Background: an optimization exercise with open tools, aiming at small area, a short achievable clock period and few clock cycles per item. Do not read the settings as production practice.
Only simulation tests tie the RTL to the original design; equivalence was not proved.

== cedar ==
==> flow/design.v (excerpt) <==
module main (
    input wire [15:0] v, x,
    input wire clk, reset, start,
    output wire done,
    output wire [15:0] final_result
);
    reg [5:0] p;
    reg done_r;
    reg [14:0] X2;
    reg [13:0] T;
    reg [15:0] F;
    wire [9:0] u1;
    pre85 p85 (.X2(X2), .u1(u1));
    wire [8:0] a23;
    pre2 p23 (.T(T), .s(p[2]), .q(a23));
    wire [8:0] t9 = T[8:0];
    wire k1 = (t9 != 9'd0), k2 = (t9 >= 9'd90), k3 = (t9 >= 9'd179);
    wire k4 = (t9 >= 9'd268), k5 = (t9 >= 9'd357), k6 = (t9 >= 9'd446);
    wire [2:0] a4 = {k4, (k2 & ~k4) | k6, (k1 & ~k2) | (k3 & ~k4) | (k5 & ~k6)};
    wire [13:0] ra = p[1] ? 14'd2048 : F[13:0];
    wire [13:0] rb = p[1] ? {1'b1, ~X2[14:1]} : T;
    wire [14:0] rc;
    wire [13:0] acc_n;
    assign rc[0] = p[1] & ~X2[0];
    genvar i;
    generate
        for (i = 0; i < 14; i = i + 1) begin : rip
            assign acc_n[i] = ra[i] ^ rb[i] ^ rc[i];
            assign rc[i+1] = (ra[i] & rb[i]) | (ra[i] & rc[i]) | (rb[i] & rc[i]);
        end
    endgenerate
    wire [13:0] A = ({14{p[0]}} & x[13:0]) | ({14{p[1]}} & {4'b0, u1}) |
                    ({14{p[2] | p[3]}} & {5'b0, a23}) | ({14{p[4]}} & {11'b0, a4}) |
                    ({14{p[5]}} & F[13:0]);
    wire [15:0] B = ({16{p[0]}} & {{2{x[13]}}, x[13:0]}) | ({16{p[5]}} & v) |
                    ({16{~p[0] & ~p[5]}} & {1'b0, X2});
    wire [15:0] ea = {16{p[4]}} & {{2{F[13]}}, F[13:0]};
    wire [8:0] eb = {9{p[4]}} & T[8:0];
    wire [15:0] P;
    bmul mul (.a(A), .b(B), .neg(p[2] | p[4]), .ea(ea), .eb(eb), .p(P));
    always @(posedge clk) begin
        if (reset) begin
            p <= 6'b000001;
            done_r <= 1'b0;
        end else begin
            if (p[0]) begin
                if (start) begin p <= 6'b000010; done_r <= 1'b0; end
            end else begin
                p <= {p[4:0], p[5]};
                if (p[5]) done_r <= 1'b1;
            end
        end
    end
    always @(posedge clk) begin
        if (p[0]) X2 <= P[14:0];
        T <= P[13:0];
        if (p[4] | p[5]) F <= P;
        else if (!p[0]) F[13:0] <= acc_n;
    end
    assign done = done_r;
    assign final_result = F;
endmodule
make LEC_CHECK=0 ABC_AREA=1 CAP_MARGIN=20 CORE_MARGIN=2 CORE_UTILIZATION=40 SETUP_SLACK_MARGIN=5 SLEW_MARGIN=20 finish   # period 13.0 ns
run.sh (not shown) runs the stock make flow with config.mk's settings and CLKGATE_MAP_FILE= SYNTH_SCRIPT=/design/flow/synth_recipe.tcl, a recipe that flattens the netlist after the stock synthesis.
cedar finished every step from synthesis to the final layout, and the layout passed the timing, design-rule and antenna checks.
Testbench counts of cedar, summed over its fixed seeds: cycles 14,400, items 2,400.
Changes in delta relative to cedar:
==> flow/flow/run.sh (new file) <==
#!/bin/bash
# The standard layout, with plain buffers on the ports instead of the delay
# cells buffer_ports picks by default. Every tool's output goes to
# standard_flow.log in this folder.
set -euo pipefail
export BUFFER_PORTS_ARGS="-buffer_cell sky130_fd_sc_hd__buf_2"
bash standard.sh > standard_flow.log 2>&1
==> flow/standard.sh (new file) <==
#!/bin/bash
# synth_recipe.tcl (not shown) runs the flow's synth.tcl, then flattens the netlist and writes it again
# the make line also repeats each setting of config.mk as NAME=value (left out here)
make -C /OpenROAD-flow-scripts/flow DESIGN_CONFIG=/design/flow/config.mk WORK_HOME=/design/flow/orfs CLKGATE_MAP_FILE= SYNTH_SCRIPT=/design/flow/synth_recipe.tcl "${@:-finish}"
diff --git a/flow/config.mk b/flow/config.mk
--- a/flow/config.mk
+++ b/flow/config.mk
@@ -10,4 +10,4 @@
 export CORE_MARGIN = 2
 export CORE_UTILIZATION = 40
-export SETUP_SLACK_MARGIN = 5
+export SETUP_SLACK_MARGIN = 3.5
 export SLEW_MARGIN = 20
removed: flow/run.sh
--- outcome ---
- cedar and delta all finish clean.
- | half-perimeter wire length after detailed placement | delta vs cedar | 400 um lower |
- On delta: highest achievable clock rate is about 7% lower than what cedar gave.
- delta vs. cedar: wire length fell by about 11%; post-CTS setup buffer count went down 84; required time of the critical path has remained practically unchanged.
- cedar reports its first element of the critical path as X2[4] while delta reports X2[1].
- delta ends up with lower met1 track demand over resource in global routing than cedar does.
- Worst hold margin: higher on delta

-- port drivers added, routing unchanged --
No port has a modelled driver above. Below, the same layouts with a new extraction and two added sets of constraints.
Step 1, drivers: a clkbuf_16 drives clk and a buf_2 each remaining input, both assumed.
Step 2 moves the port delays by t, midway between the first and last clock arrival at a register: inputs arrive t later, outputs are due t later. That takes back most of the time a late clock gives input paths.
Three values: ideal, step 1, step 2; two values: the first two.
| run | shift t [ns] | setup WS [ns] | worst setup path after step 2 | clock arrival spread, ns |
|---|---|---|---|---|
| cedar | 0.339 | 4.661 / 4.661 / 4.449 | input to register | 0.006 / 0.006 |
| delta | 0.336 | 4.068 / 4.068 / 3.806 | input to register | 0.008 / 0.007 |
After both steps every run listed still meets setup and hold. The setup slack of delta, which loses most, moves by 0.000 ns with the drivers and by -0.262 ns with both steps.
